This is an optimization exercise on Yosys and OpenROAD, whose aim is small area, not a production implementation. Only simulation tests tie the RTL to the original design; equivalence was not proved.

File: flow/flow/run.sh
#!/bin/bash
bash standard.sh "BUFFER_PORTS_ARGS=-buffer_cell sky130_fd_sc_hd__buf_1" \
  "CTS_ARGS=-sink_clustering_enable -repair_clock_nets -dont_use_dummy_load -buf_list sky130_fd_sc_hd__clkbuf_4 -sink_clustering_size 10" \
  finish > standard.log 2>&1
File: flow/standard.sh
#!/bin/bash
# synth_recipe.tcl (not shown) runs the flow's synth.tcl, then flattens the netlist and writes it again
# the make line also repeats each setting of config.mk as NAME=value (left out here)
make -C /OpenROAD-flow-scripts/flow DESIGN_CONFIG=/design/flow/config.mk WORK_HOME=/design/flow/orfs CLKGATE_MAP_FILE= SYNTH_SCRIPT=/design/flow/synth_recipe.tcl "${@:-finish}"
File: flow/config.mk
export PLATFORM = sky130hd
export DESIGN_NAME = neuron
export DESIGN_NICKNAME = neuron
export VERILOG_FILES = /design/flow/design.v
export SDC_FILE = /design/flow/constraint.sdc
export NUM_CORES = 4
export LEC_CHECK = 0
export CAP_MARGIN = 20
export CORE_MARGIN = 2
export CORE_UTILIZATION = 60
export SLEW_MARGIN = 20
export SYNTH_HIERARCHICAL = 1
export SYNTH_MINIMUM_KEEP_SIZE = 0
File: flow/constraint.sdc
create_clock -name core_clock -period 12.0 [get_ports {clk}]
set_input_delay 2.4000 -clock core_clock [delete_from_list [all_inputs] [get_ports {clk}]]
set_output_delay 2.4000 -clock core_clock [all_outputs]
set_load 0.01 [all_outputs]
File: flow/design.v
module fa (
    input  a,
    input  b,
    input  c,
    output s,
    output co
);
assign s  = a ^ b ^ c;
assign co = (a & b) | (a & c) | (b & c);
endmodule
module ha (
    input  a,
    input  b,
    output s,
    output co
);
assign s  = a ^ b;
assign co = a & b;
endmodule
module x2 (
    input  a,
    input  b,
    output y
);
assign y = a ^ b;
endmodule
module neuron (
    input        reset,
    input        clk,
    input  [7:0] i_excitatory,
    input  [7:0] i_inhibitory,
    output       o_spike
);
reg  [13:0] vte;    
reg  [13:0] vti;    
reg  [13:0] v;      
reg         f;      
reg         g;      
wire [13:0] se;     
wire [13:0] si;     
wire [13:0] d;      
wire        ge;     
assign o_spike = f & ~g;
wire g1;
wire s2;
wire c3;
wire g4;
wire s5;
wire c6;
wire m7;
wire s8;
wire c9;
wire m10;
wire s11;
wire c12;
wire s13;
wire c14;
wire g15;
wire s16;
wire c17;
wire s18;
wire c19;
wire s20;
wire c21;
wire s22;
wire c23;
wire s24;
wire c25;
wire s26;
wire c27;
wire s28;
wire c29;
wire s30;
wire c31;
wire s32;
wire c33;
wire s34;
wire c35;
wire s36;
wire c37;
wire s38;
wire c39;
wire s40;
wire c41;
wire s42;
wire c43;
wire s44;
wire c45;
wire s46;
wire c47;
wire s48;
wire c49;
wire s50;
wire c51;
wire s52;
wire c53;
wire s54;
wire c55;
wire s56;
wire c57;
wire s58;
wire c59;
wire s60;
wire c61;
wire s62;
wire c63;
wire s64;
wire c65;
wire s66;
wire c67;
wire s68;
wire c69;
wire s70;
wire c71;
wire s72;
wire c73;
wire s74;
wire c75;
wire s76;
wire c77;
wire s78;
wire c79;
wire s80;
wire c81;
wire s82;
wire c83;
wire s84;
wire c85;
wire s86;
wire c87;
wire s88;
wire c89;
wire s90;
wire c91;
wire x92;
wire x93;
wire s94;
wire c95;
wire s96;
wire c97;
wire s98;
wire c99;
wire s100;
wire c101;
wire s102;
wire c103;
wire s104;
wire c105;
wire s106;
wire c107;
wire s108;
wire c109;
wire s110;
wire c111;
wire s112;
wire c113;
wire s114;
wire c115;
wire s116;
wire c117;
wire s118;
wire c119;
wire s120;
wire c121;
wire g122;
wire m123;
wire s124;
wire c125;
wire g126;
wire s127;
wire c128;
wire m129;
wire s130;
wire c131;
wire m132;
wire s133;
wire c134;
wire s135;
wire c136;
wire s137;
wire c138;
wire s139;
wire c140;
wire s141;
wire c142;
wire s143;
wire c144;
wire s145;
wire c146;
wire s147;
wire c148;
wire s149;
wire c150;
wire s151;
wire c152;
wire s153;
wire c154;
wire s155;
wire c156;
wire s157;
wire c158;
wire s159;
wire c160;
wire s161;
wire c162;
wire s163;
wire c164;
wire s165;
wire c166;
wire s167;
wire c168;
wire s169;
wire c170;
wire s171;
wire c172;
wire s173;
wire c174;
wire s175;
wire c176;
wire s177;
wire c178;
wire s179;
wire c180;
wire s181;
wire c182;
wire s183;
wire c184;
wire s185;
wire c186;
wire s187;
wire c188;
wire s189;
wire c190;
wire s191;
wire c192;
wire s193;
wire c194;
wire x195;
wire x196;
wire x197;
wire g198;
wire m199;
wire m200;
wire x201;
wire g202;
wire m203;
wire s204;
wire c205;
wire ni206;
wire m207;
wire s208;
wire c209;
wire ni210;
wire m211;
wire s212;
wire c213;
wire ni214;
wire s215;
wire c216;
wire s217;
wire c218;
wire s219;
wire c220;
wire ni221;
wire s222;
wire c223;
wire s224;
wire c225;
wire s226;
wire c227;
wire s228;
wire c229;
wire ni230;
wire s231;
wire c232;
wire s233;
wire c234;
wire s235;
wire c236;
wire s237;
wire c238;
wire ni239;
wire s240;
wire c241;
wire s242;
wire c243;
wire s244;
wire c245;
wire s246;
wire c247;
wire ni248;
wire s249;
wire c250;
wire s251;
wire c252;
wire s253;
wire c254;
wire s255;
wire c256;
wire ni257;
wire s258;
wire c259;
wire s260;
wire c261;
wire s262;
wire c263;
wire s264;
wire c265;
wire ni266;
wire s267;
wire c268;
wire s269;
wire c270;
wire s271;
wire c272;
wire s273;
wire c274;
wire ni275;
wire s276;
wire c277;
wire s278;
wire c279;
wire s280;
wire c281;
wire s282;
wire c283;
wire ni284;
wire s285;
wire c286;
wire s287;
wire c288;
wire s289;
wire c290;
wire ni291;
wire s292;
wire c293;
wire s294;
wire c295;
wire s296;
wire c297;
wire ni298;
wire s299;
wire c300;
wire s301;
wire c302;
wire x303;
wire g304;
wire s305;
wire c306;
wire ni307;
wire s308;
wire c309;
wire x310;
wire g311;
wire s312;
wire c313;
wire s314;
wire c315;
wire x316;
wire x317;
wire x318;
wire x319;
wire x320;
wire g321;
wire s322;
wire c323;
wire ni324;
wire s325;
wire c326;
wire ni327;
wire s328;
wire c329;
wire ni330;
wire s331;
wire c332;
wire ni333;
wire s334;
wire c335;
wire ni336;
wire s337;
wire c338;
wire ni339;
wire s340;
wire c341;
wire ni342;
wire s343;
wire c344;
wire ni345;
wire s346;
wire c347;
wire ni348;
wire s349;
wire c350;
wire ni351;
wire s352;
wire c353;
wire ni354;
wire s355;
wire c356;
wire ni357;
wire s358;
wire c359;
wire ni360;
assign g1 = vte[2] & vte[0];
fa u_s2 (.a(vte[3]), .b(vte[1]), .c(vte[0]), .s(s2), .co(c3));
assign g4 = g1 & s2;
fa u_s5 (.a(vte[4]), .b(vte[2]), .c(vte[1]), .s(s5), .co(c6));
assign m7 = (c3 & s5) | (c3 & g4) | (s5 & g4);
fa u_s8 (.a(vte[5]), .b(vte[3]), .c(vte[2]), .s(s8), .co(c9));
assign m10 = (c6 & s8) | (c6 & m7) | (s8 & m7);
fa u_s11 (.a(vte[6]), .b(vte[4]), .c(vte[3]), .s(s11), .co(c12));
fa u_s13 (.a(vte[0]), .b(c9), .c(s11), .s(s13), .co(c14));
assign g15 = s13 & m10;
fa u_s16 (.a(vte[7]), .b(vte[5]), .c(vte[4]), .s(s16), .co(c17));
fa u_s18 (.a(vte[1]), .b(c12), .c(s16), .s(s18), .co(c19));
fa u_s20 (.a(c14), .b(s18), .c(g15), .s(s20), .co(c21));
fa u_s22 (.a(vte[8]), .b(vte[6]), .c(vte[5]), .s(s22), .co(c23));
fa u_s24 (.a(vte[2]), .b(c17), .c(s22), .s(s24), .co(c25));
fa u_s26 (.a(c19), .b(s24), .c(c21), .s(s26), .co(c27));
fa u_s28 (.a(vte[9]), .b(vte[7]), .c(vte[6]), .s(s28), .co(c29));
fa u_s30 (.a(vte[3]), .b(c23), .c(s28), .s(s30), .co(c31));
fa u_s32 (.a(c25), .b(s30), .c(c27), .s(s32), .co(c33));
fa u_s34 (.a(vte[10]), .b(vte[8]), .c(vte[7]), .s(s34), .co(c35));
fa u_s36 (.a(vte[4]), .b(c29), .c(s34), .s(s36), .co(c37));
fa u_s38 (.a(c31), .b(s36), .c(c33), .s(s38), .co(c39));
fa u_s40 (.a(vte[11]), .b(vte[9]), .c(vte[8]), .s(s40), .co(c41));
fa u_s42 (.a(vte[5]), .b(c35), .c(s40), .s(s42), .co(c43));
fa u_s44 (.a(c37), .b(s42), .c(c39), .s(s44), .co(c45));
fa u_s46 (.a(vte[12]), .b(vte[10]), .c(vte[9]), .s(s46), .co(c47));
fa u_s48 (.a(vte[6]), .b(c41), .c(s46), .s(s48), .co(c49));
fa u_s50 (.a(c43), .b(s48), .c(c45), .s(s50), .co(c51));
fa u_s52 (.a(vte[13]), .b(vte[11]), .c(vte[10]), .s(s52), .co(c53));
fa u_s54 (.a(vte[7]), .b(c47), .c(s52), .s(s54), .co(c55));
fa u_s56 (.a(c49), .b(s54), .c(c51), .s(s56), .co(c57));
fa u_s58 (.a(vte[12]), .b(vte[11]), .c(vte[8]), .s(s58), .co(c59));
fa u_s60 (.a(c53), .b(s58), .c(c55), .s(s60), .co(c61));
ha u_s62 (.a(s60), .b(c57), .s(s62), .co(c63));
fa u_s64 (.a(vte[13]), .b(vte[12]), .c(vte[9]), .s(s64), .co(c65));
fa u_s66 (.a(c59), .b(s64), .c(c61), .s(s66), .co(c67));
ha u_s68 (.a(s66), .b(c63), .s(s68), .co(c69));
fa u_s70 (.a(vte[13]), .b(vte[10]), .c(c65), .s(s70), .co(c71));
fa u_s72 (.a(s70), .b(c67), .c(c69), .s(s72), .co(c73));
fa u_s74 (.a(vte[11]), .b(c71), .c(c73), .s(s74), .co(c75));
fa u_s76 (.a(vte[12]), .b(i_excitatory[0]), .c(i_excitatory[1]), .s(s76), .co(c77));
fa u_s78 (.a(i_excitatory[2]), .b(i_excitatory[3]), .c(i_excitatory[4]), .s(s78), .co(c79));
fa u_s80 (.a(i_excitatory[5]), .b(i_excitatory[6]), .c(i_excitatory[7]), .s(s80), .co(c81));
fa u_s82 (.a(s76), .b(s78), .c(s80), .s(s82), .co(c83));
ha u_s84 (.a(s82), .b(c75), .s(s84), .co(c85));
fa u_s86 (.a(vte[13]), .b(c77), .c(c79), .s(s86), .co(c87));
fa u_s88 (.a(c81), .b(c83), .c(s86), .s(s88), .co(c89));
ha u_s90 (.a(s88), .b(c85), .s(s90), .co(c91));
x2 u_x92 (.a(c87), .b(c89), .y(x92));
x2 u_x93 (.a(x92), .b(c91), .y(x93));
ha u_s94 (.a(vti[2]), .b(vti[0]), .s(s94), .co(c95));
fa u_s96 (.a(vti[3]), .b(vti[1]), .c(c95), .s(s96), .co(c97));
fa u_s98 (.a(vti[4]), .b(vti[2]), .c(c97), .s(s98), .co(c99));
fa u_s100 (.a(vti[5]), .b(vti[3]), .c(c99), .s(s100), .co(c101));
fa u_s102 (.a(vti[6]), .b(vti[4]), .c(c101), .s(s102), .co(c103));
fa u_s104 (.a(vti[7]), .b(vti[5]), .c(c103), .s(s104), .co(c105));
fa u_s106 (.a(vti[8]), .b(vti[6]), .c(c105), .s(s106), .co(c107));
fa u_s108 (.a(vti[9]), .b(vti[7]), .c(c107), .s(s108), .co(c109));
fa u_s110 (.a(vti[10]), .b(vti[8]), .c(c109), .s(s110), .co(c111));
fa u_s112 (.a(vti[11]), .b(vti[9]), .c(c111), .s(s112), .co(c113));
fa u_s114 (.a(vti[12]), .b(vti[10]), .c(c113), .s(s114), .co(c115));
fa u_s116 (.a(vti[13]), .b(vti[11]), .c(c115), .s(s116), .co(c117));
ha u_s118 (.a(vti[12]), .b(c117), .s(s118), .co(c119));
ha u_s120 (.a(vti[13]), .b(c119), .s(s120), .co(c121));
assign g122 = vti[0] & s96;
assign m123 = (vti[1] & g122) | (vti[1] & s98) | (g122 & s98);
fa u_s124 (.a(vti[0]), .b(s94), .c(s100), .s(s124), .co(c125));
assign g126 = m123 & s124;
fa u_s127 (.a(vti[1]), .b(s96), .c(s102), .s(s127), .co(c128));
assign m129 = (c125 & g126) | (c125 & s127) | (g126 & s127);
fa u_s130 (.a(s94), .b(s98), .c(s104), .s(s130), .co(c131));
assign m132 = (c128 & m129) | (c128 & s130) | (m129 & s130);
fa u_s133 (.a(s96), .b(s100), .c(s106), .s(s133), .co(c134));
fa u_s135 (.a(c131), .b(m132), .c(s133), .s(s135), .co(c136));
fa u_s137 (.a(s98), .b(s102), .c(s108), .s(s137), .co(c138));
fa u_s139 (.a(c134), .b(c136), .c(s137), .s(s139), .co(c140));
fa u_s141 (.a(s100), .b(s104), .c(s110), .s(s141), .co(c142));
fa u_s143 (.a(c138), .b(c140), .c(s141), .s(s143), .co(c144));
fa u_s145 (.a(s102), .b(s106), .c(s112), .s(s145), .co(c146));
fa u_s147 (.a(c142), .b(c144), .c(s145), .s(s147), .co(c148));
fa u_s149 (.a(s104), .b(s108), .c(s114), .s(s149), .co(c150));
fa u_s151 (.a(c146), .b(c148), .c(s149), .s(s151), .co(c152));
fa u_s153 (.a(s106), .b(s110), .c(s116), .s(s153), .co(c154));
fa u_s155 (.a(c150), .b(c152), .c(s153), .s(s155), .co(c156));
fa u_s157 (.a(s108), .b(s112), .c(s118), .s(s157), .co(c158));
fa u_s159 (.a(c154), .b(s157), .c(c156), .s(s159), .co(c160));
fa u_s161 (.a(s110), .b(s114), .c(s120), .s(s161), .co(c162));
fa u_s163 (.a(c158), .b(s161), .c(c160), .s(s163), .co(c164));
fa u_s165 (.a(s112), .b(s116), .c(c121), .s(s165), .co(c166));
fa u_s167 (.a(c162), .b(s165), .c(c164), .s(s167), .co(c168));
fa u_s169 (.a(s114), .b(s118), .c(c166), .s(s169), .co(c170));
ha u_s171 (.a(s169), .b(c168), .s(s171), .co(c172));
fa u_s173 (.a(s116), .b(s120), .c(c170), .s(s173), .co(c174));
ha u_s175 (.a(s173), .b(c172), .s(s175), .co(c176));
fa u_s177 (.a(i_inhibitory[0]), .b(i_inhibitory[1]), .c(i_inhibitory[2]), .s(s177), .co(c178));
fa u_s179 (.a(i_inhibitory[3]), .b(i_inhibitory[4]), .c(i_inhibitory[5]), .s(s179), .co(c180));
fa u_s181 (.a(i_inhibitory[6]), .b(i_inhibitory[7]), .c(s177), .s(s181), .co(c182));
fa u_s183 (.a(s179), .b(s181), .c(s118), .s(s183), .co(c184));
fa u_s185 (.a(c121), .b(s183), .c(c174), .s(s185), .co(c186));
ha u_s187 (.a(s185), .b(c176), .s(s187), .co(c188));
fa u_s189 (.a(c178), .b(c180), .c(c182), .s(s189), .co(c190));
fa u_s191 (.a(s189), .b(s120), .c(c184), .s(s191), .co(c192));
fa u_s193 (.a(s191), .b(c186), .c(c188), .s(s193), .co(c194));
x2 u_x195 (.a(c190), .b(c121), .y(x195));
x2 u_x196 (.a(x195), .b(c192), .y(x196));
x2 u_x197 (.a(x196), .b(c194), .y(x197));
assign g198 = v[1] & v[0];
assign m199 = (v[2] & v[1]) | (v[2] & g198) | (v[1] & g198);
assign m200 = (v[3] & v[2]) | (v[3] & m199) | (v[2] & m199);
x2 u_x201 (.a(v[4]), .b(v[3]), .y(x201));
assign g202 = ~(v[4] | v[3]);
assign m203 = (v[0] & x201) | (v[0] & ~m200) | (x201 & ~m200);
assign ni206 = ~v[1];
fa u_s204 (.a(v[5]), .b(v[4]), .c(ni206), .s(s204), .co(c205));
assign m207 = (g202 & ~s204) | (g202 & m203) | (~s204 & m203);
assign ni210 = ~v[2];
fa u_s208 (.a(v[6]), .b(v[5]), .c(ni210), .s(s208), .co(c209));
assign m211 = (c205 & s208) | (c205 & ~m207) | (s208 & ~m207);
assign ni214 = ~v[3];
fa u_s212 (.a(v[7]), .b(v[6]), .c(ni214), .s(s212), .co(c213));
fa u_s215 (.a(v[0]), .b(c209), .c(s212), .s(s215), .co(c216));
fa u_s217 (.a(s215), .b(s20), .c(m211), .s(s217), .co(c218));
assign ni221 = ~v[4];
fa u_s219 (.a(v[8]), .b(v[7]), .c(ni221), .s(s219), .co(c220));
fa u_s222 (.a(v[1]), .b(c213), .c(s219), .s(s222), .co(c223));
fa u_s224 (.a(c216), .b(s222), .c(s26), .s(s224), .co(c225));
ha u_s226 (.a(c218), .b(s224), .s(s226), .co(c227));
assign ni230 = ~v[5];
fa u_s228 (.a(v[9]), .b(v[8]), .c(ni230), .s(s228), .co(c229));
fa u_s231 (.a(v[2]), .b(c220), .c(s228), .s(s231), .co(c232));
fa u_s233 (.a(c223), .b(s231), .c(s32), .s(s233), .co(c234));
fa u_s235 (.a(c225), .b(c227), .c(s233), .s(s235), .co(c236));
assign ni239 = ~v[6];
fa u_s237 (.a(v[10]), .b(v[9]), .c(ni239), .s(s237), .co(c238));
fa u_s240 (.a(v[3]), .b(c229), .c(s237), .s(s240), .co(c241));
fa u_s242 (.a(c232), .b(s240), .c(s38), .s(s242), .co(c243));
fa u_s244 (.a(c234), .b(c236), .c(s242), .s(s244), .co(c245));
assign ni248 = ~v[7];
fa u_s246 (.a(v[11]), .b(v[10]), .c(ni248), .s(s246), .co(c247));
fa u_s249 (.a(v[4]), .b(c238), .c(s246), .s(s249), .co(c250));
fa u_s251 (.a(c241), .b(s249), .c(s44), .s(s251), .co(c252));
fa u_s253 (.a(c243), .b(c245), .c(s251), .s(s253), .co(c254));
assign ni257 = ~v[8];
fa u_s255 (.a(v[12]), .b(v[11]), .c(ni257), .s(s255), .co(c256));
fa u_s258 (.a(v[5]), .b(c247), .c(s255), .s(s258), .co(c259));
fa u_s260 (.a(c250), .b(s258), .c(s50), .s(s260), .co(c261));
fa u_s262 (.a(c252), .b(c254), .c(s260), .s(s262), .co(c263));
assign ni266 = ~v[9];
fa u_s264 (.a(v[13]), .b(v[12]), .c(ni266), .s(s264), .co(c265));
fa u_s267 (.a(v[6]), .b(c256), .c(s264), .s(s267), .co(c268));
fa u_s269 (.a(c259), .b(s267), .c(s56), .s(s269), .co(c270));
fa u_s271 (.a(c261), .b(c263), .c(s269), .s(s271), .co(c272));
assign ni275 = ~v[10];
fa u_s273 (.a(v[13]), .b(ni275), .c(v[7]), .s(s273), .co(c274));
fa u_s276 (.a(c265), .b(s273), .c(c268), .s(s276), .co(c277));
fa u_s278 (.a(s276), .b(s62), .c(c270), .s(s278), .co(c279));
ha u_s280 (.a(c272), .b(s278), .s(s280), .co(c281));
assign ni284 = ~v[11];
fa u_s282 (.a(ni284), .b(v[8]), .c(c274), .s(s282), .co(c283));
fa u_s285 (.a(s282), .b(c277), .c(s68), .s(s285), .co(c286));
fa u_s287 (.a(c279), .b(s285), .c(c281), .s(s287), .co(c288));
assign ni291 = ~v[12];
fa u_s289 (.a(ni291), .b(v[9]), .c(c283), .s(s289), .co(c290));
fa u_s292 (.a(s289), .b(s72), .c(c286), .s(s292), .co(c293));
ha u_s294 (.a(s292), .b(c288), .s(s294), .co(c295));
assign ni298 = ~v[13];
fa u_s296 (.a(ni298), .b(v[10]), .c(c290), .s(s296), .co(c297));
fa u_s299 (.a(s296), .b(s74), .c(c293), .s(s299), .co(c300));
ha u_s301 (.a(c295), .b(s299), .s(s301), .co(c302));
x2 u_x303 (.a(v[11]), .b(c297), .y(x303));
assign g304 = ~(v[11] | c297);
assign ni307 = ~x303;
fa u_s305 (.a(ni307), .b(s84), .c(c300), .s(s305), .co(c306));
ha u_s308 (.a(c302), .b(s305), .s(s308), .co(c309));
x2 u_x310 (.a(v[12]), .b(g304), .y(x310));
assign g311 = ~(v[12] | ~g304);
fa u_s312 (.a(x310), .b(s90), .c(c306), .s(s312), .co(c313));
ha u_s314 (.a(c309), .b(s312), .s(s314), .co(c315));
x2 u_x316 (.a(v[13]), .b(g311), .y(x316));
x2 u_x317 (.a(x316), .b(x93), .y(x317));
x2 u_x318 (.a(x317), .b(c313), .y(x318));
x2 u_x319 (.a(c315), .b(x318), .y(x319));
x2 u_x320 (.a(s217), .b(s135), .y(x320));
assign g321 = ~(s217 | ~s135);
assign ni324 = ~s226;
fa u_s322 (.a(ni324), .b(g321), .c(s139), .s(s322), .co(c323));
assign ni327 = ~s235;
fa u_s325 (.a(ni327), .b(s143), .c(c323), .s(s325), .co(c326));
assign ni330 = ~s244;
fa u_s328 (.a(ni330), .b(s147), .c(c326), .s(s328), .co(c329));
assign ni333 = ~s253;
fa u_s331 (.a(ni333), .b(s151), .c(c329), .s(s331), .co(c332));
assign ni336 = ~s262;
fa u_s334 (.a(ni336), .b(s155), .c(c332), .s(s334), .co(c335));
assign ni339 = ~s271;
fa u_s337 (.a(ni339), .b(s159), .c(c335), .s(s337), .co(c338));
assign ni342 = ~s280;
fa u_s340 (.a(ni342), .b(s163), .c(c338), .s(s340), .co(c341));
assign ni345 = ~s287;
fa u_s343 (.a(ni345), .b(s167), .c(c341), .s(s343), .co(c344));
assign ni348 = ~s294;
fa u_s346 (.a(ni348), .b(s171), .c(c344), .s(s346), .co(c347));
assign ni351 = ~s301;
fa u_s349 (.a(ni351), .b(s175), .c(c347), .s(s349), .co(c350));
assign ni354 = ~s308;
fa u_s352 (.a(ni354), .b(s187), .c(c350), .s(s352), .co(c353));
assign ni357 = ~s314;
fa u_s355 (.a(ni357), .b(s193), .c(c353), .s(s355), .co(c356));
assign ni360 = ~x319;
fa u_s358 (.a(ni360), .b(x197), .c(c356), .s(s358), .co(c359));
assign se[0] = s20;
assign si[0] = s135;
assign d[0] = x320;
assign se[1] = s26;
assign si[1] = s139;
assign d[1] = ~s322;
assign se[2] = s32;
assign si[2] = s143;
assign d[2] = ~s325;
assign se[3] = s38;
assign si[3] = s147;
assign d[3] = ~s328;
assign se[4] = s44;
assign si[4] = s151;
assign d[4] = ~s331;
assign se[5] = s50;
assign si[5] = s155;
assign d[5] = ~s334;
assign se[6] = s56;
assign si[6] = s159;
assign d[6] = ~s337;
assign se[7] = s62;
assign si[7] = s163;
assign d[7] = ~s340;
assign se[8] = s68;
assign si[8] = s167;
assign d[8] = ~s343;
assign se[9] = s72;
assign si[9] = s171;
assign d[9] = ~s346;
assign se[10] = s74;
assign si[10] = s175;
assign d[10] = ~s349;
assign se[11] = s84;
assign si[11] = s187;
assign d[11] = ~s352;
assign se[12] = s90;
assign si[12] = s193;
assign d[12] = ~s355;
assign se[13] = x93;
assign si[13] = x197;
assign d[13] = ~s358;
assign ge = ~c359;
always @(posedge clk or negedge reset) begin
    if (!reset) begin
        vte <= 14'd0;
        vti <= 14'd0;
        v   <= 14'd0;
        f   <= 1'b0;
        g   <= 1'b0;
    end else begin
        vte <= se;
        vti <= si;
        v   <= (ge & ~o_spike) ? d : 14'd0;
        f   <= (v >= 14'h1300);
        g   <= f;
    end
end
endmodule
==> run notes, run 1 <==
clk slew on worst S/H paths=approximately 120 ps; Setup TNS=0 ps; hold_buf cts=0; CTS tree=done; worst-path maximum fanout=14; Netlist cell types=23; Die Y=89.9 µm; CTS root buf=clkbuf_4; first-pass GRT wire length=between 10000 and 15000 µm; die width=89.9 µm; full die area=8090 µm²; run status=no timing/DRC/antenna violations; total track usage=0.188; ANT cells=0; via/cell ratio=around 5.3; WP data required=12250 ps; port buffer count=18; clock sink total=44; layout cell share with drive strength beyond 1=0.0336; effective utilization at floorplan=0.614; commonest non-fill, non-tap cell in the layout=fa_1; MaxCap Viol Count=0; Area growth syn-to-layout=5.05%; Critical Path Most Common Cell=fa_1; Top FF cell, synth=dfrtp_1; EDFF count, synth=0; post-CTS sizing=0; Slew Viols, Final=0; fillcell total=between 500 and 600; Setup-failing EPs final=0; CP startpoint kind=flip-flop; worst-case clock buffer depth=2; post-layout util=0.645; Overflow after GRT=0; Post-CTS Setup Inserts=0; Slew headroom=0.634; final worst-path cycle share=0.872; number of global-route vias before repair=2621; # rows=31; Multi-input gate area=around 3200 µm²; post-synthesis sequential element count=44; Routed WL=6190 µm; Data arrival, critical path=between 10000 and 15000 ps; CORE AREA=about 7000 µm²; drt drc=0; Final Wtd Congestion=between 0.7 and 0.8; Routed WL per cell=around 16 µm; Tmin final=between 10000 and 15000 ps; largest net degree at the start of global routing=between 40 and 50; htree depth=2; num ports=19; sequential area share after synthesis=0.248; worst skew pair latency=roughly 330 ps; hpwl dp=5780 µm; HP Class=reg2reg; ANT nets after route=0; drt pass-1 iters=4; initial antenna violation count=0; net count reported at finish=between 400 and 500; most frequent cells in the layout=134 x fa_1, 44 x dfrtp_1, 28 x inv_1; post-synth net total=around 450; slowest CP cell=fa_1; DR iter-0 viols=60; Avg Inst Size Synth=roughly 16 µm²; Post-Syn Area=4430 µm²; max frequency=~0.096 GHz; cts bufs inserted=5; worst-margin pin slew=around 550 ps; CP Class=reg2reg; clock skew=around 22 ps; yosys warns=7; Fin. Hold Viols=0; RSZ-0062 raised after global routing=no; Vias=~2100; Async SR Flop Fraction=1.00; Slowest Stage Delay on Critical Path=630 ps; Syn Inst Count=between 200 and 300; Sequential Area=1100 µm²; CP Capture Type=flip-flop
## state kept, by name, indices dropped and copies added (netlist names)
| name | cells |
|---|---|
| vti | 14 |
| vte | 14 |
| g | 1 |
| f | 1 |
| v | 14 |
## per-layer routing
metal / vias to the layer above / share of wire / GRT usage
met2: 13 / 0.57 / 0.328
met3: 4 / 0.014 / 0.0268
met1: 1177 / 0.41 / 0.263
li1: 891 / - / -
met4: 0 / 0.0061 / 0.0295
met5: - / 0 / 0
## per-stage QoR
| stage | setup WS, ps | cell area [µm²] | std cells | hold slack, ps |
|---|---|---|---|---|
| finish | 1530 | 4660 | 397 | 396 |
| global route | 1100 | 4660 | 397 | 409 |
| CTS | 1440 | 4650 | 397 | 402 |
| detailed placement | 1490 | 4620 | 392 | 363 |
| global placement | 1730 | 4620 | 392 | 373 |
| floorplan | 1750 | 4430 | 277 | 347 |
## cell usage after synthesis (2+ instances only)
cell type    n  area [µm²]
fa_1       134        2680
dfrtp_1     44        1100
inv_1       28         105
nor2_1      17        63.8
ha_1        16         200
xor2_1      13         114
nand2_1      3        11.3
o21ai_0      3        15.0
a211oi_1     2        15.0
maj3_2       2        22.5
nor2b_1      2        12.5
nor3_1       2        10.0
## area by class of cell
class	instances	share of cell area
sequential	44	0.236
inverter	28	0.0226
timing repair buffer	18	0.0153
clock buffer	5	0.00806
tap	99	0.0266
multi-input combinational	203	0.691
## Yosys stat by module, one instance, submodules excluded
| module | cells inside | flip-flops and latches |
|---|---|---|
| neuron | 114 | 44 |
| fa | 1 | 0 |
| ha | 1 | 0 |
| x2 | 1 | 0 |
## final timing paths
kind                                       start              to  slack, ps  depth (start not counted)
worst max-delay path            vti[0]$_DFF_PN0_  v[8]$_DFF_PN0_       1530                         25
max in group asynchronous                  reset  v[8]$_DFF_PN0_       9570                          1
worst min-delay path                 f$_DFF_PN0_     g$_DFF_PN0_        400                          0
worst min register to register       f$_DFF_PN0_     g$_DFF_PN0_        400                          0
min in group asynchronous                  reset  v[1]$_DFF_PN0_       2050                          1
worst max register to register  vti[0]$_DFF_PN0_  v[8]$_DFF_PN0_       1530                         25
## critical path: cells and delay by family, from the launching register on
family        cells  cell delay [ps]
fa+ha+maj        23             9390
simple gates      2              560
flops             1              440
## logic make-up after synthesis
logic type / Yosys count / share of synthesized area
fa+ha+maj: 152 / 0.656
flops: 44 / 0.248
buf+inv: 30 / 0.0257
simple gates: 26 / 0.0248
xor+xnor: 13 / 0.0257
compound gates: 12 / 0.0198
==> run 2: changes to the inputs <==
==> flow/flow/run.sh (replaced) <==
#!/bin/bash
# Layout: the standard flow, with the port buffers made of the smallest
# buffer cell and a clock tree without dummy loads.
bash standard.sh "BUFFER_PORTS_ARGS=-buffer_cell sky130_fd_sc_hd__buf_1" \
  "CTS_ARGS=-sink_clustering_enable -repair_clock_nets -dont_use_dummy_load -buf_list sky130_fd_sc_hd__clkbuf_8" \
  finish > standard.log 2>&1
--- a/flow/config.mk
+++ b/flow/config.mk
@@ -5,6 +5,7 @@
 export SDC_FILE = /design/flow/constraint.sdc
 export NUM_CORES = 4
 export LEC_CHECK = 0
+export ABC_AREA = 1
 export CAP_MARGIN = 20
 export CORE_MARGIN = 2
 export CORE_UTILIZATION = 60
==> run notes, run 2 <==
Avg Inst Size Synth=13.5 µm² (-15%); drt drc=0 (unchanged); Area after DPL=4850 µm² (+5.0%); worst-path maximum fanout=14 (unchanged); commonest non-fill, non-tap cell in the layout=fa_1; drt pass-1 iters=6 (+2); setup ws final=1300 ps (-230 ps); fillcell total=606 (+7.6%); effective utilization at floorplan=0.612 (-0.00189); Critical Path Most Common Cell=fa_1; worst hold path depth=0 (unchanged); Final Wtd Congestion=0.737 (-2.8%); Routed WL=6690 µm (+8.0%); RSZ-0062 raised after global routing=no; port buffer count=18 (unchanged); post-layout util=0.643 (-0.00201); number of global-route vias before repair=2763 (+5.4%); Die Y=92.4 µm (+2.7%); Slew Viols, Final=0 (unchanged); # rows=32 (+3.2%); Multi-input gate area=3340 µm² (+3.7%); initial antenna violation count=0 (unchanged); ANT nets after route=0 (unchanged); CP Capture Type=flip-flop; Post-synth top cells=134 x fa_1, 61 x nand2_1, 57 x inv_1; share of the synthesized area in the top cell type=0.573 (-0.0325); worst-margin pin slew=1040 ps (+495 ps); ANT cells=0 (unchanged); full die area=8530 µm² (+5.4%); Routed WL per cell=14.3 µm (-8.6%); hpwl dp=6170 µm (+6.8%); largest net degree at the start of global routing=45 (unchanged); layout cell share with drive strength beyond 1=0.0463 (+0.0128); HP Class=reg2reg; num ports=19 (unchanged); htree depth=2 (unchanged); clock skew=23.7 ps (+2.00 ps); dominant cells by area after synthesis=fa_1 57%, dfrtp_1 24%, nand2_1 4.9%; max frequency=0.0935 GHz (-2.1%); Setup-failing EPs final=0 (unchanged); total track usage=0.196 (+0.00837); Worst R2R End=v[2]$_DFF_PN0_; Post-Syn Area=4680 µm² (+5.7%); first-pass GRT wire length=12800 µm (+7.0%); Hold Path End=g$_DFF_PN0_; Top FF cell, synth=dfrtp_1; min-delay src=f$_DFF_PN0_; Syn Inst Count=346 (+25%); Slowest Stage Delay on Critical Path=620 ps (about the same); Slew headroom=0.304 (-0.330); CTS tree=done; CORE AREA=7650 µm² (+6.0%); most frequent cells in the layout=134 x fa_1, 61 x nand2_1, 57 x inv_1; Overflow after GRT=0 (unchanged); post-synthesis sequential element count=44 (unchanged); worst-case clock buffer depth=2 (unchanged); post-CTS sizing=0 (unchanged); Post-CTS Setup Inserts=0 (unchanged); Sequential Area=1100 µm² (unchanged); Vias=2338 (+12%); CP top delay family=adder cells; net count reported at finish=537 (+15%); Area growth syn-to-layout=5.05% (about the same); final worst-path cycle share=0.891 (+0.0191); Fin. Hold Viols=0 (unchanged); most frequent cell after synthesis=fa_1; post-synth net total=514 (+16%); Tmin final=10700 ps (+230 ps); slowest CP cell=fa_1; die width=92.4 µm (+2.7%); EDFF count, synth=0 (unchanged); reg2reg start=vti[0]$_DFF_PN0_; design area=4920 µm² (+5.7%); Bufs and invs on worst path=0 (unchanged); Data arrival, critical path=10910 ps (+190 ps); yosys warns=7 (unchanged); CP startpoint kind=flip-flop; CTS root buf=clkbuf_8; cts bufs inserted=5 (unchanged); hold_buf cts=0 (unchanged); Netlist cell types=18 (-22%); clk slew on worst S/H paths=90 ps (-30 ps); R2R depth=25 (unchanged); top flop regs=v (14), vte (14), vti (14); DR iter-0 viols=67 (+12%); most area-hungry cell type in the Yosys netlist=fa_1; clock sink total=44 (unchanged); run status=no timing/DRC/antenna violations; worst reg2reg setup slack=1300 ps (-230 ps); worst skew pair latency=300 ps (-30 ps); sequential area share after synthesis=0.235 (-0.0133); MaxCap Viol Count=0 (unchanged); Async SR Flop Fraction=1.00 (unchanged); pre-CTS setup slack=1210 ps (-283 ps); via/cell ratio=4.99 (-5.1%); Setup TNS=0 ps (unchanged); WP data required=12210 ps (-40 ps); CP Class=reg2reg
==> run 2: changes by cell type in the layout (fill, tap and decap cells not counted), moves of 3 or more <==
cell	previous run	this run
nor2_1	17	11
clkbuf_8	0	5
o21ai_0	3	0
clkbuf_4	5	0
inv_1	28	57
nand2_1	3	61
nor2_4	0	10
xor2_1	13	0
==> run 2: worst max path at each step <==
stage | start | endpoint | slack [ps] | cells past startpoint
global route | vti[0]$_DFF_PN0_ | v[13]$_DFF_PN0_ | 840 | 25
floorplan | vti[0]$_DFF_PN0_ | v[10]$_DFF_PN0_ | 1850 | 27
detailed placement | vti[0]$_DFF_PN0_ | v[2]$_DFF_PN0_ | 1210 | 25
CTS | vti[0]$_DFF_PN0_ | v[2]$_DFF_PN0_ | 1170 | 25
finish | vti[0]$_DFF_PN0_ | v[2]$_DFF_PN0_ | 1300 | 25
global placement | vti[0]$_DFF_PN0_ | v[1]$_DFF_PN0_ | 1470 | 25
==> run 2: cell type report <==
cell class                 instances  share of cell area
sequential                        44               0.224
clock buffer                       5              0.0140
timing repair buffer              18              0.0145
inverter                          57              0.0435
tap                              102              0.0259
multi-input combinational        243               0.678
==> run 2: logic make-up (layout without fill, tap and decap cells) <==
kind of cell | count (synthesis) | count (layout) | share of synthesized area
and+or+nand+nor | 87 | 87 | 0.0876
adders and majority gates | 150 | 150 | 0.616
DFF | 44 | 44 | 0.235
buffers and inverters | 59 | 80 | 0.0524
AOI/OAI and AO/OA | 6 | 6 | 0.00935
==> run 2: modules after synthesis (local to each module, per instance) <==
| module | times used | flops+latches |
|---|---|---|
| ha | 16 | 0 |
| fa | 134 | 0 |
| neuron | 1 | 44 |
| x2 | 13 | 0 |
==> run 2: worst reg2reg max path, cell delays in order (launching register included) <==
cell and delay [ps]:
dfrtp_1 430, ha_1 200, fa_1 370, fa_1 390, fa_1 380, fa_1 400
fa_1 410, fa_1 620, fa_1 470, fa_1 400, fa_1 420, fa_1 420
fa_1 420, fa_1 430, fa_1 420, fa_1 490, fa_1 430, fa_1 390
fa_1 390, fa_1 390, fa_1 390, fa_1 400, fa_1 400, fa_1 360
or2_1 590, nor2_1 220
==> run 2: per-stage QoR <==
step / cells / hold slack (ps)
6_report: 469 / 402
5_1_grt: 469 / 413
3_3_place_gp: 464 / 375
3_5_place_dp: 464 / 371
2_1_floorplan: 346 / 354
4_1_cts: 469 / 403
==> run 2: layer usage <==
metal / up-vias / GRT usage / share of wire
li1: 1058 / - / -
met1: 1260 / 0.283 / 0.43
met2: 13 / 0.332 / 0.55
met3: 7 / 0.0244 / 0.016
met4: 0 / 0.0373 / 0.0078
met5: - / 0 / 0
==> run 3: changes to the inputs <==
--- a/flow/config.mk
+++ b/flow/config.mk
@@ -5,10 +5,9 @@
 export SDC_FILE = /design/flow/constraint.sdc
 export NUM_CORES = 4
 export LEC_CHECK = 0
-export ABC_AREA = 1
 export CAP_MARGIN = 20
 export CORE_MARGIN = 2
-export CORE_UTILIZATION = 60
+export CORE_UTILIZATION = 40
 export SLEW_MARGIN = 20
 export SYNTH_HIERARCHICAL = 1
 export SYNTH_MINIMUM_KEEP_SIZE = 0
==> run notes, run 3 <==
Setup crit start=vti[0]$_DFF_PN0_; Syn Inst Count=277 (-20%); drt drc=0 (unchanged); MaxCap Viol Count=0 (unchanged); RSZ-0062 raised after global routing=no; htree depth=2 (unchanged); clock sink total=44 (unchanged); layout cell share with drive strength beyond 1=0.0336 (-0.0128); Netlist cell types=23 (+5); top flop regs=v (14), vte (14), vti (14); Critical Path Most Common Cell=fa_1; dominant cells by area after synthesis=fa_1 61%, dfrtp_1 25%, ha_1 4.5%; Setup-failing EPs final=0 (unchanged); Slew headroom=0.630 (+0.327); # rows=38 (+19%); first-pass GRT wire length=12100 µm (-5.9%); effective utilization at floorplan=0.409 (-0.204); CP startpoint kind=flip-flop; port buffer count=18 (unchanged); most frequent cell after synthesis=fa_1; slowest CP cell=fa_1; cts bufs inserted=5 (unchanged); max frequency=0.0966 GHz (+3.3%); worst-path maximum fanout=14 (unchanged); number of global-route vias before repair=2604 (-5.8%); Post-CTS Setup Inserts=0 (unchanged); full die area=11900 µm² (+40%); WP data required=12200 ps (about the same); min-delay src=f$_DFF_PN0_; Async SR Flop Fraction=1.00 (unchanged); ANT nets after route=0 (unchanged); share of the synthesized area in the top cell type=0.605 (+0.0325); fillcell total=998 (+65%); Data arrival, critical path=10560 ps (-350 ps); design area=4740 µm² (-3.7%); run status=no timing/DRC/antenna violations; worst-margin pin slew=554 ps (-490 ps); hold_buf cts=0 (unchanged); CP Class=reg2reg; most area-hungry cell type in the Yosys netlist=fa_1; EDFF count, synth=0 (unchanged); most frequent cells in the layout=134 x fa_1, 44 x dfrtp_1, 28 x inv_1; Post-Syn Area=4430 µm² (-5.4%); Setup TNS=0 ps (unchanged); Overflow after GRT=0 (unchanged); CTS root buf=clkbuf_8; final worst-path cycle share=0.863 (-0.0286); net count reported at finish=468 (-13%); yosys warns=7 (unchanged); clk slew on worst S/H paths=80 ps (about the same); reg2reg start=vti[0]$_DFF_PN0_; Final Wtd Congestion=0.748 (+1.5%); sequential area share after synthesis=0.248 (+0.0133); post-CTS sizing=0 (unchanged); HP Class=reg2reg; Slowest Stage Delay on Critical Path=630 ps (about the same); Area growth syn-to-layout=6.92%; Fin. Hold Viols=0 (unchanged); clock skew=14.8 ps (-8.96 ps); total track usage=0.131 (-0.0647); pre-CTS setup slack=1590 ps (+383 ps); largest net degree at the start of global routing=45 (unchanged); ANT cells=0 (unchanged); Slew Viols, Final=0 (unchanged); drt pass-1 iters=4 (-2); CP Capture Type=flip-flop; setup ws final=1650 ps (+343 ps); via/cell ratio=4.72 (-5.3%); Post-synth top cells=134 x fa_1, 44 x dfrtp_1, 28 x inv_1; Sequential Area=1100 µm² (unchanged); Avg Inst Size Synth=16.0 µm² (+18%); post-synthesis sequential element count=44 (unchanged); Die Y=109 µm (+18%); Routed WL per cell=14.2 µm (-0.59%); initial antenna violation count=0 (unchanged); CTS tree=done; die width=109 µm (+18%); worst skew pair latency=290 ps (about the same); post-synth net total=445 (-13%); worst-case clock buffer depth=2 (unchanged); Top FF cell, synth=dfrtp_1; Multi-input gate area=3220 µm² (-3.6%); Area after DPL=4670 µm² (-3.7%); num ports=19 (unchanged); Vias=2068 (-12%); Tmin final=10350 ps (-343 ps); CORE AREA=10800 µm² (+42%); Routed WL=6210 µm (-7.2%); DR iter-0 viols=45 (-33%); commonest non-fill, non-tap cell in the layout=fa_1; hpwl dp=5810 µm (-5.8%)
[run 3: cell count changes after synthesis, moves of 2 or more]
| cell | change |
|---|---|
| nor2_1 | +6 |
| o21ai_0 | +3 |
| o211ai_1 | -2 |
| xor2_1 | +13 |
| nor2_4 | -10 |
| nand2_1 | -58 |
| maj3_2 | +2 |
| a211oi_1 | +2 |
| nor2b_1 | +2 |
| inv_1 | -29 |
| nand3_1 | -2 |
[run 3: worst paths after layout]
kind | cells past startpoint | endpoint | slack (ps)
max in group asynchronous | 1 | v[8]$_DFF_PN0_ | 9510
setup reg to reg | 25 | v[8]$_DFF_PN0_ | 1650
hold reg to reg | 0 | g$_DFF_PN0_ | 390
hold / removal | 0 | g$_DFF_PN0_ | 390
setup / recovery | 25 | v[8]$_DFF_PN0_ | 1650
min in group asynchronous | 1 | vti[7]$_DFF_PN0_ | 2100
[run 3: cell families (layout without fill, tap and decap cells)]
kind of cell             after synthesis  in the layout  share of synthesized area
adder cells (fa/ha/maj)              152            152                      0.656
flip-flops                            44             44                      0.248
buffers and inverters                 30             51                     0.0257
AND/OR/NAND/NOR                       26             26                     0.0248
XOR/XNOR                              13             13                     0.0257
AO/OA/AOI/OAI                         12             12                     0.0198
[run 3: area by class of cell]
| class | instances | area share |
|---|---|---|
| Sequential cell | 44 | 0.232 |
| Tap cell | 140 | 0.0370 |
| Inverter | 28 | 0.0222 |
| Timing Repair Buffer | 18 | 0.0151 |
| Multi-Input combinational cell | 203 | 0.679 |
| Clock buffer | 5 | 0.0145 |
[run 3: critical path, delay by kind of cell, from the launching register on]
family	cells	cell delay [ps]
adders and majority gates	23	9290
and+or+nand+nor	2	550
DFF	1	430
[run 3: layer usage]
metal / GRT usage / up-vias / wire length (µm)
li1: - / 891 / -
met1: 0.188 / 1154 / 2620
met2: 0.221 / 21 / 3430
met3: 0.0197 / 2 / 135
met4: 0.0190 / 0 / 19
met5: 0 / - / 0
[run 3: through the flow]
stage / hold WS (ps) / cells / util
2_1_floorplan: 347 / 277 / -
3_3_place_gp: 372 / 433 / 0.431
3_5_place_dp: 368 / 433 / 0.431
4_1_cts: 398 / 438 / 0.437
5_1_grt: 421 / 438 / 0.437
6_report: 394 / 438 / 0.437
[run 3: Yosys stat by module (local to each module, per instance)]
module | cells | flops+latches
x2 | 1 | 0
fa | 1 | 0
neuron | 114 | 44
ha | 1 | 0
==> run 4: changes to the inputs <==
==> flow/flow/run.sh (replaced) <==
#!/bin/bash
# Layout: the standard flow, with the port buffers made of the smallest
# buffer cell and a clock tree without dummy loads.
bash standard.sh "BUFFER_PORTS_ARGS=-buffer_cell sky130_fd_sc_hd__buf_1" \
  "CTS_ARGS=-sink_clustering_enable -repair_clock_nets -dont_use_dummy_load -buf_list sky130_fd_sc_hd__clkbuf_16 -root_buf sky130_fd_sc_hd__clkbuf_16 -sink_clustering_size 50 -sink_clustering_max_diameter 500" \
  finish > standard.log 2>&1
==> run notes, run 4 <==
Async SR Flop Fraction=1.00 (unchanged); RSZ-0062 raised after global routing=no; CTS tree=done; Fin. Hold Viols=0 (unchanged); clock sink total=44 (unchanged); drt pass-1 iters=4 (unchanged); Die Y=109 µm (unchanged); Post-synth top cells=134 x fa_1, 44 x dfrtp_1, 28 x inv_1; clock skew=10.5 ps (-4.26 ps); Routed WL=6260 µm (+0.82%); net count reported at finish=468 (unchanged); dominant cells by area after synthesis=fa_1 61%, dfrtp_1 25%, ha_1 4.5%; slowest CP cell=fa_1; Post-CTS Setup Inserts=0 (unchanged); WP data required=12200 ps (about the same); cell total after placement=433 (unchanged); num ports=19 (unchanged); Slowest Stage Delay on Critical Path=630 ps (about the same); commonest non-fill, non-tap cell in the layout=fa_1; post-CTS sizing=0 (unchanged); htree depth=2 (unchanged); Syn Inst Count=277 (unchanged); worst skew pair latency=280 ps (about the same); run status=no timing/DRC/antenna violations; Top FF cell, synth=dfrtp_1; CTS root buf=clkbuf_16; max frequency=0.0966 GHz (about the same); die width=109 µm (unchanged); Setup TNS=0 ps (unchanged); most frequent cells in the layout=134 x fa_1, 44 x dfrtp_1, 28 x inv_1; Final Wtd Congestion=0.748 (unchanged); cts bufs inserted=5 (unchanged); worst-path maximum fanout=14 (unchanged); fillcell total=991 (-0.70%); via/cell ratio=4.74 (+0.29%); Post-Syn Area=4430 µm² (unchanged); Slew Viols, Final=0 (unchanged); Overflow after GRT=0 (unchanged); most area-hungry cell type in the Yosys netlist=fa_1; worst-case clock buffer depth=2 (unchanged); CORE AREA=10800 µm² (unchanged); Non-Filler Instances=438 (unchanged); worst-margin pin slew=558 ps (+3.35 ps); HP Class=reg2reg; ANT cells=0 (unchanged); Setup-failing EPs final=0 (unchanged); clk slew on worst S/H paths=60 ps (-20 ps); GRT busiest layer=met2; ANT nets after route=0 (unchanged); top flop regs=v (14), vte (14), vti (14); drt drc=0 (unchanged); post-synth net total=445 (unchanged); post-synthesis sequential element count=44 (unchanged); most frequent cell after synthesis=fa_1; initial antenna violation count=0 (unchanged); CP Class=reg2reg; # rows=38 (unchanged); sequential area share after synthesis=0.248 (unchanged); MaxCap Viol Count=0 (unchanged); first-pass GRT wire length=12200 µm (+0.91%); Slew headroom=0.628 (-0.00223); final worst-path cycle share=0.862 (about the same); EDFF count, synth=0 (unchanged); CP startpoint kind=flip-flop; met1 Use GR=0.189 (+0.00122); DR iter-0 viols=21 (-53%); Tmin final=10350 ps (-7.76 ps); met2 GRT Util=0.227 (+0.00577); total track usage=0.133 (+0.00208); yosys warns=7 (unchanged); Netlist cell types=23 (unchanged); share of the synthesized area in the top cell type=0.605 (unchanged); hold_buf cts=0 (unchanged); Avg Inst Size Synth=16.0 µm² (unchanged); Routed WL per cell=14.3 µm (+0.82%); Area growth syn-to-layout=8.19%; Data arrival, critical path=10540 ps (-20 ps); largest net degree at the start of global routing=45 (unchanged); number of global-route vias before repair=2608 (+0.15%); hpwl dp=5810 µm (unchanged); layout cell share with drive strength beyond 1=0.0336 (unchanged); Vias=2074 (+0.29%); CP Capture Type=flip-flop; M3 GR Usage=0.0197 (unchanged); Critical Path Most Common Cell=fa_1; full die area=11900 µm² (unchanged); effective utilization at floorplan=0.409 (unchanged); port buffer count=18 (unchanged)
[run 4: cell count changes in the layout (fill, tap and decap cells not counted)]
cell,change
clkbuf_16,+5
clkbuf_8,-5
[run 4: per-stage QoR]
stage / hold slack [ps] / worst slack, ps / cell area [µm²] / utilization
after CTS: 393 / 1560 / 4790 / 0.442
final: 388 / 1650 / 4790 / 0.442
after global routing: 414 / 1220 / 4790 / 0.442
after floorplan: 347 / 1750 / 4430 / -
after global placement: 372 / 1710 / 4670 / 0.431
after detailed placement: 368 / 1590 / 4670 / 0.431
[run 4: cell families after synthesis]
family,Yosys count,synth area share
adder cells (fa/ha/maj),152,0.656
flip-flops,44,0.248
buffers and inverters,30,0.0257
AND/OR/NAND/NOR,26,0.0248
XOR/XNOR,13,0.0257
AO/OA/AOI/OAI,12,0.0198
[run 4: area by class of cell]
class                   count  area (µm²)  area share
multi-input cells         203        3220       0.671
well taps                 140         175      0.0365
inverters                  28         105      0.0219
flip-flops and latches     44        1100       0.230
repair buffers             18        71.3      0.0149
clock buffers               5         125      0.0261
[run 4: critical path, delay by kind of cell (launching register included)]
kind                     cells  cell delay, ps
adder cells (fa/ha/maj)     23            9290
AND/OR/NAND/NOR              2             550
flip-flops                   1             420
[run 4: Yosys stat by module, one instance, submodules excluded]
module | cells | flip-flops and latches | cell area, µm² | copies in the design
neuron | 114 | 44 | 1440 | 1
fa | 1 | 0 | 20.0 | 134
ha | 1 | 0 | 12.5 | 16
x2 | 1 | 0 | 8.76 | 13
[run 4: path summary, 6_finish.rpt]
kind / start / end / slack [ps] / depth (start not counted)
setup / recovery: vti[0]$_DFF_PN0_ / v[8]$_DFF_PN0_ / 1650 / 25
min in group asynchronous: reset / vti[7]$_DFF_PN0_ / 2120 / 1
hold / removal: f$_DFF_PN0_ / g$_DFF_PN0_ / 390 / 0
setup reg to reg: vti[0]$_DFF_PN0_ / v[8]$_DFF_PN0_ / 1650 / 25
hold reg to reg: f$_DFF_PN0_ / g$_DFF_PN0_ / 390 / 0
max in group asynchronous: reset / v[8]$_DFF_PN0_ / 9500 / 1
[run 4: routing by layer]
| metal | share of wire | up-vias | routed length (µm) |
|---|---|---|---|
| met1 | 0.42 | 1161 | 2620 |
| met2 | 0.56 | 17 | 3490 |
| met5 | 0 | - | 0 |
| met4 | 0.0034 | 0 | 21 |
| li1 | - | 894 | - |
| met3 | 0.019 | 2 | 122 |

==> re-timing with driven ports <==
The flow's constraints put no driver on any port. The routed layouts listed below were extracted and timed again, unchanged, in two steps.
Step 1 sets driving cells, clkbuf_16 on the clock port and buf_2 on the other inputs (assumed; they add their load-dependent delay and slew).
Step 2 moves the port delays by t, midway between the first and last clock arrival at a register: inputs arrive t later, outputs are due t later. That takes back most of the time a late clock gives input paths.
a / b / c = ideal / step 1 / step 2; a / b = the first two.
| run | t, ns | setup WS [ns] | clock arrival spread, ns | worst data-port slew with drivers (ns) |
|---|---|---|---|---|
| run 1 | 0.348 | 1.532 / 1.532 / 1.532 | 0.021 / 0.021 | 0.03 |
| run 2 | 0.314 | 1.302 / 1.302 / 1.302 | 0.024 / 0.024 | 0.03 |
| run 3 | 0.305 | 1.645 / 1.645 / 1.645 | 0.015 / 0.015 | 0.03 |
| run 4 | 0.304 | 1.653 / 1.653 / 1.653 | 0.010 / 0.010 | 0.03 |
After both steps every run listed still meets setup and hold.
